This design comes from an exercise in tuning for small area on the open sky130 flow, not from production work.
Function was checked by simulation only, so behaviour that the tests miss may differ from the original.
Power is estimated from default activity; no workload was simulated.

## flow/design.v (module list and top-level ports; edited modules follow where they fit)
// module latency: 17 lines
// module RGB_YCbCr: 1669 lines
// module rgb_fa: 4 lines
// module rgb_maj: 3 lines
// module rgb_g2_1: 3 lines
// module rgb_g2_4: 3 lines
// module rgb_g2_6: 3 lines
// module rgb_g2_8: 3 lines
// module rgb_g2_9: 3 lines
// module rgb_g2_b: 3 lines
// module rgb_g2_e: 3 lines
module RGB_YCbCr #(
	parameter	DSIZE	= 16,
	parameter	MSIZE	= 12
)(
	input				clock,
	input				invsync,
	input				inhsync,
	input				inde,
	input [DSIZE-1:0]	inR,
	input [DSIZE-1:0]	inG,
	input [DSIZE-1:0]	inB,
	output				outvsync,
	output				outhsync,
	output				outde,
	output[DSIZE-1:0]	outY,
	output[DSIZE-1:0]	outCb,
	output[DSIZE-1:0]	outCr
);
  // ...
==> flow/run.sh <==
#!/bin/bash
# synth_recipe.tcl (not shown) runs the flow's synth.tcl, then flattens the netlist and writes it again
# the make line also repeats each setting of config.mk as NAME=value (left out here)
make -C /OpenROAD-flow-scripts/flow DESIGN_CONFIG=/design/flow/config.mk WORK_HOME=/design/flow/orfs CLKGATE_MAP_FILE= SYNTH_SCRIPT=/design/flow/synth_recipe.tcl finish
==> flow/config.mk <==
export PLATFORM = sky130hd
export DESIGN_NAME = RGB_YCbCr
export DESIGN_NICKNAME = RGB_YCbCr
export VERILOG_FILES = /design/flow/design.v
export SDC_FILE = /design/flow/constraint.sdc
export NUM_CORES = 4
export LEC_CHECK = 0
export CAP_MARGIN = 20
export CORE_MARGIN = 2
export CORE_UTILIZATION = 40
export SLEW_MARGIN = 20
export SYNTH_HIERARCHICAL = 1
export SYNTH_MINIMUM_KEEP_SIZE = 0
==> flow/constraint.sdc <==
create_clock -name core_clock -period 7.0 [get_ports {clock}]
set_input_delay 1.4000 -clock core_clock [delete_from_list [all_inputs] [get_ports {clock}]]
set_output_delay 1.4000 -clock core_clock [all_outputs]
set_load 0.01 [all_outputs]
==> summary.md, run 1 <==
| Metric | Value |
|---|---|
| Outcome | `complete, no violations` |
| Crit path buffers/inverters | `1` |
| Main combinational cell family by area after synthesis | `adder cells` |
| Pleak | `~6.0 nW` |
| Insertion delay to the later sink of the worst-skew pair | `between 0.4 and 0.5 ns` |
| Multi-input logic portion of the cell area | `0.5920` |
| Post-DP HPWL | `23.72 mm` |
| MaxCap Viol Count | `0` |
| Peak VDD IR | `342.7 µV` |
| PnR worst setup slack | `approximately 0.67 ns` |
| CP max stage cell | `dfxtp_1` |
| Worst path max stage delay | `0.69 ns` |
| Met3 Track Usage GR | `0.04253` |
| GR Util met2 | `0.3215` |
| Worst-margin pin slew | `0.7519 ns` |
| Hold path start | `r2_53` |
| Largest net degree at the start of global routing | `17` |
| Power per cell area | `about 470 nW/µm²` |
| Seq Cell Count | `166` |
| Register area share after synthesis | `0.2648` |
| Signal inverters | `111` |
| Placed inst area | `14270 µm²` |
| Simple-gate share of the synthesized area | `0.04008` |
| Cell variety after synth | `11` |
| First-pass GRT wire length | `46.51 mm` |
| Final Power | `7.017 mW` |
| Clock Tree Buf Depth | `2` |
==> run 2: changes to the inputs <==
==> flow/flow/run.sh (new file) <==
#!/bin/bash
# Own layout flow: the standard layout (standard.sh) with two changes:
#  - ports are buffered with the smallest buffer (buf_1) instead of clkdlybuf4s50_1;
#  - clock tree synthesis uses small clock buffers and inserts no dummy loads.
# Every tool's output goes to the ORFS logs under orfs/logs; make's own output to flow.log.
set -euo pipefail
cd "$(dirname "$0")/.."
export BUFFER_PORTS_ARGS="-buffer_cell sky130_fd_sc_hd__buf_1"
export CTS_ARGS="-sink_clustering_enable -repair_clock_nets -dont_use_dummy_load -buf_list {sky130_fd_sc_hd__clkbuf_4 sky130_fd_sc_hd__clkbuf_8}"
bash standard.sh > flow.log 2>&1
==> flow/standard.sh (new file) <==
#!/bin/bash
# synth_recipe.tcl (not shown) runs the flow's synth.tcl, then flattens the netlist and writes it again
# the make line also repeats each setting of config.mk as NAME=value (left out here)
make -C /OpenROAD-flow-scripts/flow DESIGN_CONFIG=/design/flow/config.mk WORK_HOME=/design/flow/orfs CLKGATE_MAP_FILE= SYNTH_SCRIPT=/design/flow/synth_recipe.tcl "${@:-finish}"
removed: flow/run.sh
==> run 2 against run 1 <==
Still clean. Sequential power is essentially flat. Wire length shrank 1.3%. Cell count shrank 1.3%. Total power shrank 8.5%. Global-route usage shrank 0.31 points. Critical path depth is the same. Synthesized area is the same. Highest routed layer unchanged.
==> summary.md, run 2 <==
| Metric | Value |
|---|---|
| PnR worst setup slack | `0.7658 ns (was 0.6734 ns)` |
| Cell variety after synth | `11 (unchanged)` |
| Largest net degree at the start of global routing | `18 (was 17)` |
| Commonest non-fill, non-tap cell in the layout | `fa_1 (unchanged)` |
| Crit path max fanout | `6 (was 10)` |
| Rows | `64 (unchanged)` |
| Synth Register Bits | `166 (unchanged)` |
| Final Hold Fails | `0 (unchanged)` |
| Final Setup Violations | `0 (unchanged)` |
| Setup crit end kind | `flip-flop (unchanged)` |
| Pleak | `5.540 nW (was 6.015 nW)` |
| DR WL/cell | `20.53 µm (was 20.54 µm)` |
| Worst-margin pin slew | `0.7822 ns (was 0.7519 ns)` |
| Clock Tree Buf Depth | `2 (unchanged)` |
| Drt via density | `4.652 (was 4.629)` |
| Vias in the first global route | `7831 (was 8056)` |
| WP data arrival | `6.61 ns (was 6.69 ns)` |
| Max-slew violation count | `0 (unchanged)` |
| CTS root buf | `clkbuf_8 (was clkbuf_16)` |
| Yosys warning count | `9 (unchanged)` |
| Initial Util | `0.4082 (unchanged)` |
| Peak VDD IR | `344.5 µV (was 342.7 µV)` |
| Initial antenna violation count | `0 (unchanged)` |
| Total Routed Length | `28.01 mm (was 28.38 mm)` |
| Port Buffer Count | `102 (unchanged)` |
| GPL Wtd Cong | `0.9224 (was 0.9115)` |
| Clock transition at the registers of the reported paths | `0.08 ns (was 0.07 ns)` |
| First-pass GRT wire length | `45.51 mm (was 46.51 mm)` |
| FMAX | `160.4 MHz (was 158.1 MHz)` |
| Area share of the largest cell type after synthesis | `0.5678 (unchanged)` |
| WS Path Type | `flip-flop to flip-flop (unchanged)` |
| Power per cell area | `463.6 nW/µm² (was 471.4 nW/µm²)` |
| Synth area leaders | `fa_1, dfxtp_1, maj3_2 (unchanged)` |
| Total I/O pin count | `103 (unchanged)` |
| Total CTS buffers | `17 (unchanged)` |
| Req. time, crit path | `7.38 ns (was 7.36 ns)` |
| Setup TNS | `0 ns (unchanged)` |
| Non-filler cells, final | `1364 (was 1382)` |
| Core region area | `30750 µm² (unchanged)` |
| Netlist Area Pre-Place | `12550 µm² (unchanged)` |
| Final Skew | `0.03302 ns (was 0.01034 ns)` |
| Hold Path Stages | `0 (unchanged)` |
| Largest area contributor in the netlist | `fa_1 (unchanged)` |
| Post-CTS setup buffers | `0 (unchanged)` |
| Width of the die | `181.1 µm (unchanged)` |
| Commonest cells after routing, fill and taps aside | `fa_1, dfxtp_1, inv_1, buf_1, maj3_2 (was fa_1, dfxtp_1, inv_1, clkdlybuf4s50_1, maj3_2)` |
| Count leader, synth | `fa_1 (unchanged)` |
| Ys flop type | `dfxtp_1 (unchanged)` |
| Relative max-transition margin | `0.4785 (was 0.4981)` |
| Place WS | `0.7152 ns (was 0.6685 ns)` |
| Clock Sinks | `166 (unchanged)` |
| Period Utilization, post-route | `0.8906 (was 0.9038)` |
| Design Area, Final | `13840 µm² (was 14880 µm²)` |
| Layout cells sized above 1 | `0.1136 (was 0.1298)` |
| GR Util All Layers | `0.1907 (was 0.1938)` |
| Diode count | `0 (unchanged)` |
| Fin util | `0.4502 (was 0.4840)` |
| Placed inst area | `13610 µm² (was 14270 µm²)` |
| Mapped Nets | `1233 (unchanged)` |
| RSZ-0062 raised after global routing | `no (unchanged)` |
| Post-synth ARST share | `0 (unchanged)` |
| Fin crit period | `6.234 ns (was 6.327 ns)` |
| Dpl cells | `1347 (was 1350)` |
| Area growth from synthesis to layout | `10.30% (was 18.58%)` |
| Post-route ant nets | `0 (unchanged)` |
| Pre-antenna DRT Iters | `4 (unchanged)` |
| Insertion delay to the later sink of the worst-skew pair | `0.47 ns (was 0.43 ns)` |
| DRC | `0 (unchanged)` |
| Min-Delay Path Class | `flip-flop to flip-flop (unchanged)` |
| Nets | `1378 (was 1381)` |
| Vias after detailed routing | `6346 (was 6397)` |
| Die Ht | `181.1 µm (unchanged)` |
| Type of origin of the critical path | `flip-flop (unchanged)` |
| Syn_area_per_cell | `15.21 µm² (unchanged)` |
| DIE AREA | `32810 µm² (unchanged)` |
| MaxCap Viol Count | `0 (unchanged)` |
| Grt ovf | `0 (unchanged)` |
| Register area share after synthesis | `0.2648 (unchanged)` |
| CTS tree | `built (unchanged)` |
| Post-DP HPWL | `23.77 mm (was 23.72 mm)` |
| FF-to-FF path depth | `18 (unchanged)` |
| Initial DRC Count | `315 (was 323)` |
| Cells after Synth | `825 (unchanged)` |
| EDFF count, synth | `0 (unchanged)` |
| H-tree depth | `4 (unchanged)` |
| # resized after CTS | `0 (unchanged)` |
| Biggest registers after layout | `Cb_q (16), Cr_q (16), Y_q (16) (unchanged)` |
| Most common library cells after synthesis | `fa_1, dfxtp_1, inv_1 (unchanged)` |
| Cts hold-fix bufs | `0 (unchanged)` |
| Outcome | `complete, no violations (unchanged)` |
[run 2: cell counts after synthesis]
No cell type changed its count.
[run 2: power breakdown]
group / switching (mW) / internal, mW / total, mW
clock network: 0.314 / 0.215 / 0.529
registers: 0.134 / 1.42 / 1.56
logic: 2.24 / 2.09 / 4.33
total: 2.69 / 3.73 / 6.42
[run 2: per-module statistics from Yosys (local to each module, per instance), a selection]
module,flip-flops and latches,cell area (µm²),times used,cells
rgb_fa,0,20.02,356,1
rgb_g2_e,0,6.256,20,1
rgb_g2_8,0,6.256,21,1
rgb_g2_9,0,8.758,27,1
rgb_g2_6,0,8.758,32,1
rgb_g2_1,0,3.754,14,1
RGB_YCbCr,157,3560,1,268
rgb_g2_b,0,6.256,9,1
rgb_g2_4,0,13.76,10,1
rgb_maj,0,11.26,59,1
[run 2: logic make-up (layout without fill, tap and decap cells)]
group | count (synthesis) | count (layout) | share of synthesized area
xor gates and xnor gates | 59 | 59 | 0.04117
adders and majority gates | 415 | 415 | 0.6208
buffers and inverters | 111 | 254 | 0.03320
DFF | 166 | 166 | 0.2648
and+or+nand+nor | 74 | 74 | 0.04008
[run 2: layout make-up]
type | count | area [µm²]
inverters | 111 | 416.7
clock buffers | 17 | 234.0
fillers | 2839 | 16910
flip-flops and latches | 166 | 3323
multi-input cells | 548 | 8811
repair buffers | 126 | 563.0
well taps | 396 | 495.5
[run 2: stage by stage]
stage	hold WS [ns]	total power, mW
2_1_floorplan	0.3096	4.751
3_3_place_gp	0.3102	5.952
3_5_place_dp	0.3121	6.028
4_1_cts	0.3261	6.602
5_1_grt	0.3286	7.215
6_report	0.3234	6.418
[run 2: final timing paths]
| kind | startpoint | end | slack [ns] |
|---|---|---|---|
| setup reg to reg | q1B[10] | r2_44 | 0.77 |
| hold reg to reg | lat_sync.ltc[1][1] | lat_sync.ltc[2][1] | 0.32 |
| hold / removal | lat_sync.ltc[1][1] | lat_sync.ltc[2][1] | 0.32 |
| setup / recovery | q1B[10] | r2_44 | 0.77 |
[run 2: critical path: stages, from the launching register on]
cell and delay [ns]:
dfxtp_1 0.56, inv_1 0.27, fa_1 0.47, fa_1 0.46, fa_1 0.54, fa_1 0.43
fa_1 0.43, fa_1 0.40, fa_1 0.41, nor2_1 0.19, nand2b_1 0.12, fa_1 0.41
or2_1 0.25, fa_1 0.39, nor2_1 0.18, nor2b_4 0.18, nor2b_4 0.16, nor2b_4 0.15
xor2_1 0.14
[run 2: routing by layer]
layer | GRT usage | routed length, µm | vias to the layer above
met2 | 0.3258 | 14290 | 189
li1 | - | - | 2714
met3 | 0.04374 | 2141 | 22
met5 | 0 | 0 | -
met4 | 0.04358 | 387 | 0
met1 | 0.2484 | 11180 | 3421

## afterwards: timing with drivers on the ports
Ports are ideal in the flow. The routed layouts listed here were re-timed in OpenROAD.
Step 1 sets driving cells, clkbuf_16 on the clock port and buf_2 on the other inputs (assumed; they add their load-dependent delay and slew).
Step 2, shift: input delay + t, output delay - t, t = (earliest + latest rising clock arrival at the registers) / 2. This alone moves slack from input paths to output paths.
Slacks: ideal ports / drivers / drivers and shift; pairs: ideal ports / drivers.
run	t, ns	setup slack, ns	hold slack, ns
run 1	0.474	0.673 / 0.673 / 0.673	0.324 / 0.324 / 0.324
run 2	0.496	0.766 / 0.766 / 0.766	0.323 / 0.323 / 0.323
After both steps every run listed still meets setup and hold.
